This design comes from an exercise in tuning for small area on the open sky130 flow, not from production work.
At most, simulation tests tie the RTL to the original design; equivalence was not proved.
Power is estimated from default activity; no workload was simulated.

// ALU_sync
module ALU_sync (
  input  wire        clk,
  input  wire [15:0] A, B,
  input  wire [3:0]  ALU_FUN,
  output reg  [15:0] ALU_OUT,
  output reg         Carry_flag,
  output reg         Arith_flag,
  output reg         Logic_flag,
  output reg         CMP_flag,
  output reg         Shift_flag
);
Size: ~1500 cells after synthesis, ~21 flip-flops, ~0.0098 mm^2 of cells after synthesis.
export LEC_CHECK = 0
export ABC_AREA = 1
export CAP_MARGIN = 20
export CORE_MARGIN = 2
export CORE_UTILIZATION = 40
export SETUP_SLACK_MARGIN = -0.8
export SLEW_MARGIN = 20
create_clock -name core_clock -period 35.0 [get_ports {clk}]
standard.sh (not shown) runs the stock make flow with config.mk's settings and CLKGATE_MAP_FILE= SYNTH_SCRIPT=/design/flow/synth_recipe.tcl, a recipe that flattens the netlist after the stock synthesis.
==> flow/flow/run.sh <==
#!/bin/bash
# The standard layout with two changes:
# - ABC's area script maps for area only (flow/abc_area.script);
# - the port buffers are the platform's smallest plain buffer.
# ORFS reads its scripts from a copy in this folder that differs from the
# installed one only in abc_area.script.
set -euo pipefail
here=$(pwd)
rm -rf "$here/orfs_scripts"
cp -r "$FLOW_HOME/scripts" "$here/orfs_scripts"
cp "$here/flow/abc_area.script" "$here/orfs_scripts/abc_area.script"
export BUFFER_PORTS_ARGS="-buffer_cell sky130_fd_sc_hd__buf_1"
bash standard.sh "SCRIPTS_DIR=$here/orfs_scripts" \
  "BUFFER_PORTS_ARGS=-buffer_cell sky130_fd_sc_hd__buf_1" finish > standard.log 2>&1
==> flow/flow/abc_area.script <==
strash
dch
map -a
topo
stime -c
buffer -c
upsize -c
dnsize -c
Rerun with:
--- a/flow/design.v
+++ b/flow/design.v
@@ -33,44 +33,28 @@
   assign bz[8] = ~|B[15:8];
   assign bz[9] = ~|B[15:7];
   assign bz[10] = ~|B[15:6];
   assign bz[11] = ~|B[15:5];
   assign bz[12] = ~|B[15:4];
   assign bz[13] = ~|B[15:3];
   assign bz[14] = ~|B[15:2];
   assign bz[15] = ~|B[15:1];
   wire bnz = |B;
-  wire [1:0] ta = A[15:14];
-  wire [1:0] tb = B[1:0];
-  wire tdiv = bz[14] & (tb != 2'd0);
-  wire [1:0] tq = tdiv ? ta / tb : 2'd0;
-  wire [1:0] tr = tdiv ? ta % tb : ta;
-  wire [1:0] tm = A[1:0] * B[15:14];
-  wire [1:0] o14 = op_mul ? tm : (op_div ? tr : ta);
-  wire q15 = tq[1];
-  wire q14 = tq[0];
-  wire [2:0] x13, y13, s13;
-  wire c13, q13;
-  assign x13 = {o14, A[13] & fresh_en};
-  assign y13 = op_mul ? (A[2:0] & {3{B[13]}}) : ~B[2:0];
-  wire [2:0] p13 = x13 ^ y13;
-  wire [2:0] g13;
-  assign g13[0] = (x13[0] & y13[0]) | (~op_mul & p13[0]);
-  assign g13[2:1] = x13[2:1] & y13[2:1];
-  wire G13_0 = g13[1] | (p13[1] & g13[0]);
-  wire G13_1 = g13[2] | (p13[2] & G13_0);
-  assign s13[0] = p13[0] ^ ~op_mul;
-  assign s13[1] = p13[1] ^ g13[0];
-  assign s13[2] = p13[2] ^ G13_0;
-  assign c13 = G13_1;
-  assign q13 = c13 & bz[13];
-  wire sel13 = op_mul | (op_div & q13);
-  wire [2:0] o13 = sel13 ? s13 : x13;
+  wire [2:0] ta = A[15:13];
+  wire [2:0] tb = B[2:0];
+  wire tdiv = bz[13] & (tb != 3'd0);
+  wire [2:0] tq = tdiv ? ta / tb : 3'd0;
+  wire [2:0] tr = tdiv ? ta % tb : ta;
+  wire [2:0] tm = A[2:0] * B[15:13];
+  wire [2:0] o13 = op_mul ? tm : (op_div ? tr : ta);
+  wire q15 = tq[2];
+  wire q14 = tq[1];
+  wire q13 = tq[0];
   wire [3:0] x12, y12, s12;
   wire c12, q12;
   assign x12 = {o13, A[12] & fresh_en};
   assign y12 = op_mul ? (A[3:0] & {4{B[12]}}) : ~B[3:0];
   wire [3:0] p12 = x12 ^ y12;
   wire [3:0] g12;
   assign g12[0] = (x12[0] & y12[0]) | (~op_mul & p12[0]);
   assign g12[3:1] = x12[3:1] & y12[3:1];
   wire G12_0 = g12[1] | (p12[1] & g12[0]);
- The new run produced a clean layout
- utilization came out higher by 0.47 points
- total power came out higher by 2.5%
- maximum frequency hardly moves
- die area came out higher by 1.0%
- via count is lower by 1.2%
- combinational power grows by about 3%

---

Another version of the RTL of ALU_sync (not shown whole).
Size: about 1400 cells after synthesis, about 21 flip-flops.
## ALU_sync
module ALU_sync (
  input  wire        clk,
  input  wire [15:0] A, B,
  input  wire [3:0]  ALU_FUN,
  output reg  [15:0] ALU_OUT,
  output reg         Carry_flag,
  output reg         Arith_flag,
  output reg         Logic_flag,
  output reg         CMP_flag,
  output reg         Shift_flag
);
  wire op_add = (ALU_FUN == 4'b0000);
  wire op_sub = (ALU_FUN == 4'b0001);
  wire op_mul = (ALU_FUN == 4'b0010);
  wire op_div = (ALU_FUN == 4'b0011);
  wire op_eq  = (ALU_FUN == 4'b1010);
  wire op_gt  = (ALU_FUN == 4'b1011);
  wire op_lt  = (ALU_FUN == 4'b1100);
  wire op_shr = (ALU_FUN == 4'b1101);
  wire op_shl = (ALU_FUN == 4'b1110);
  wire op_cmp = op_eq | op_gt | op_lt;
  wire sub0 = op_sub | op_cmp | op_div;
  wire fresh_en = ~op_mul;
  wire [15:0] bz;
  assign bz[0] = 1'b1;
  assign bz[1] = ~|B[15:15];
  assign bz[2] = ~|B[15:14];
  assign bz[3] = ~|B[15:13];
  assign bz[4] = ~|B[15:12];
  assign bz[5] = ~|B[15:11];
  assign bz[6] = ~|B[15:10];
  assign bz[7] = ~|B[15:9];
  assign bz[8] = ~|B[15:8];
  assign bz[9] = ~|B[15:7];
  assign bz[10] = ~|B[15:6];
  assign bz[11] = ~|B[15:5];
  assign bz[12] = ~|B[15:4];
  assign bz[13] = ~|B[15:3];
  assign bz[14] = ~|B[15:2];
  assign bz[15] = ~|B[15:1];
  wire bnz = |B;
  wire [2:0] ta = A[15:13];
  wire [2:0] tb = B[2:0];
  wire tdiv = bz[13] & (tb != 3'd0);
  wire [2:0] tq = tdiv ? ta / tb : 3'd0;
  wire [2:0] tr = tdiv ? ta % tb : ta;
  ...
clock: 35.0 ns
lec_check: 0
abc_area: 1
cap_margin: 20
core_margin: 2
core_utilization: 40
setup_slack_margin: -0.8
slew_margin: 20
Scripts as last shown in full above: flow/flow/run.sh, flow/flow/abc_area.script
==> next run, changes <==
--- a/flow/design.v
+++ b/flow/design.v
@@ -33,49 +33,29 @@
   assign bz[8] = ~|B[15:8];
   assign bz[9] = ~|B[15:7];
   assign bz[10] = ~|B[15:6];
   assign bz[11] = ~|B[15:5];
   assign bz[12] = ~|B[15:4];
   assign bz[13] = ~|B[15:3];
   assign bz[14] = ~|B[15:2];
   assign bz[15] = ~|B[15:1];
   wire bnz = |B;
-  wire [2:0] ta = A[15:13];
-  wire [2:0] tb = B[2:0];
-  wire tdiv = bz[13] & (tb != 3'd0);
-  wire [2:0] tq = tdiv ? ta / tb : 3'd0;
-  wire [2:0] tr = tdiv ? ta % tb : ta;
-  wire [2:0] tm = A[2:0] * B[15:13];
-  wire [2:0] o13 = op_mul ? tm : (op_div ? tr : ta);
-  wire q15 = tq[2];
-  wire q14 = tq[1];
-  wire q13 = tq[0];
-  wire [3:0] x12, y12, s12;
-  wire c12, q12;
-  assign x12 = {o13, A[12] & fresh_en};
-  assign y12 = op_mul ? (A[3:0] & {4{B[12]}}) : ~B[3:0];
-  wire [3:0] p12 = x12 ^ y12;
-  wire [3:0] g12;
-  assign g12[0] = (x12[0] & y12[0]) | (~op_mul & p12[0]);
-  assign g12[3:1] = x12[3:1] & y12[3:1];
-  wire G12_0 = g12[1] | (p12[1] & g12[0]);
-  wire G12_1 = g12[3] | (p12[3] & g12[2]);
-  wire P12_1 = p12[3] & p12[2];
-  wire G12_2 = g12[2] | (p12[2] & G12_0);
-  wire G12_3 = G12_1 | (P12_1 & G12_0);
-  assign s12[0] = p12[0] ^ ~op_mul;
-  assign s12[1] = p12[1] ^ g12[0];
-  assign s12[2] = p12[2] ^ G12_0;
-  assign s12[3] = p12[3] ^ G12_2;
-  assign c12 = G12_3;
-  assign q12 = c12 & bz[12];
-  wire sel12 = op_mul | (op_div & q12);
-  wire [3:0] o12 = sel12 ? s12 : x12;
+  wire [3:0] ta = A[15:12];
+  wire [3:0] tb = B[3:0];
+  wire tdiv = bz[12] & (tb != 4'd0);
+  wire [3:0] tq = tdiv ? ta / tb : 4'd0;
+  wire [3:0] tr = tdiv ? ta % tb : ta;
+  wire [3:0] tm = A[3:0] * B[15:12];
+  wire [3:0] o12 = op_mul ? tm : (op_div ? tr : ta);
+  wire q15 = tq[3];
+  wire q14 = tq[2];
+  wire q13 = tq[1];
+  wire q12 = tq[0];
   wire [4:0] x11, y11, s11;
   wire c11, q11;
   assign x11 = {o12, A[11] & fresh_en};
   assign y11 = op_mul ? (A[4:0] & {5{B[11]}}) : ~B[4:0];
   wire [4:0] p11 = x11 ^ y11;
   wire [4:0] g11;
   assign g11[0] = (x11[0] & y11[0]) | (~op_mul & p11[0]);
   assign g11[4:1] = x11[4:1] & y11[4:1];
   wire G11_0 = g11[1] | (p11[1] & g11[0]);
@@ -630,30 +610,31 @@
   assign s0[11] = p0[11] ^ G0_26;
   assign s0[12] = p0[12] ^ G0_27;
   assign s0[13] = p0[13] ^ G0_28;
   assign s0[14] = p0[14] ^ G0_29;
   assign s0[15] = p0[15] ^ G0_30;
   assign c0 = G0_31;
   assign q0 = c0 & bz[0];
   wire [15:0] quo = {q15, q14, q13, q12, q11, q10, q9, q8, q7, q6, q5, q4, q3, q2, q1, q0};
   wire c0_out = c0;
-  wire eq = ~|s0;
+  wire eq = &p0;
   wire lt = ~c0;
   wire gt = c0 & ~eq;
+  wire [15:0] la = g0, lx = p0, lo = p0 | g0;
   reg [15:0] logic_out;
   always @(*) begin
     case (ALU_FUN)
-      4'b0100: logic_out = A & B;
-      4'b0101: logic_out = A | B;
-      4'b0110: logic_out = ~(A & B);
-      4'b0111: logic_out = ~(A | B);
-      4'b1000: logic_out = A ^ B;
-      4'b1001: logic_out = ~(A ^ B);
+      4'b0100: logic_out = la;
+      4'b0101: logic_out = lo;
+      4'b0110: logic_out = ~la;
+      4'b0111: logic_out = ~lo;
+      4'b1000: logic_out = lx;
+      4'b1001: logic_out = ~lx;
       default: logic_out = 16'b0;
     endcase
   end
   wire arith0 = op_add | op_sub | op_mul;
   wire [15:0] res = ({16{arith0}} & s0)
                   | ({16{op_div & bnz}} & quo)
                   | logic_out
                   | {14'b0, (op_gt & gt) | (op_lt & lt), (op_eq & eq) | (op_lt & lt)}
                   | ({16{op_shr}} & {1'b0, A[15:1]})
After rerunning:
- The new run finished clean
- global-route usage went down by 1.1 points
- hold slack gets worse by 15 ps
- cell area went down by 2.3%
- via count went up by 0.36%
- critical path depth went up by 10
- worst setup slack gets better by 66 ps
- power went up by 0.53%
The RTL of the second run of this note was laid out without a check of its function.

## re-timing with driven ports
The flow's constraints put no driver on any port. The routed layouts listed below were extracted and timed again, unchanged, in two steps. Step 1 assumes that a clkbuf_16 drives the clock port and a buf_2 every other input. Step 2 also shifts input and output timing later by t, the mid clock arrival at the registers, as if the neighbouring blocks saw the same clock. Three values: no drivers, after step 1, after step 2; two values: the first two.
| run | t (ns) | setup WS [ns] | worst hold slack (ns) | latest minus earliest clock arrival (ns) | worst slew at a driven data input, ns |
|---|---|---|---|---|---|
| the first run of note 1 | 0.291 | 1.708 / 1.718 / 1.427 | 7.027 / 7.032 / 7.323 | 0.008 / 0.008 | 0.04 |
| the second run of note 1 | 0.284 | 1.620 / 1.624 / 1.340 | 7.051 / 7.042 / 7.326 | 0.002 / 0.002 | 0.06 |
| the first run of note 2 | 0.295 | 1.438 / 1.450 / 1.155 | 7.051 / 7.046 / 7.341 | 0.011 / 0.012 | 0.08 |
| the second run of note 2 | 0.287 | 1.504 / 1.511 / 1.224 | 7.036 / 7.027 / 7.314 | 0.006 / 0.006 | 0.03 |
After both steps setup and hold are still met in every run listed. The setup slack of the first run of note 2, which loses most, moves by +0.012 ns with the drivers and by -0.283 ns with both steps.
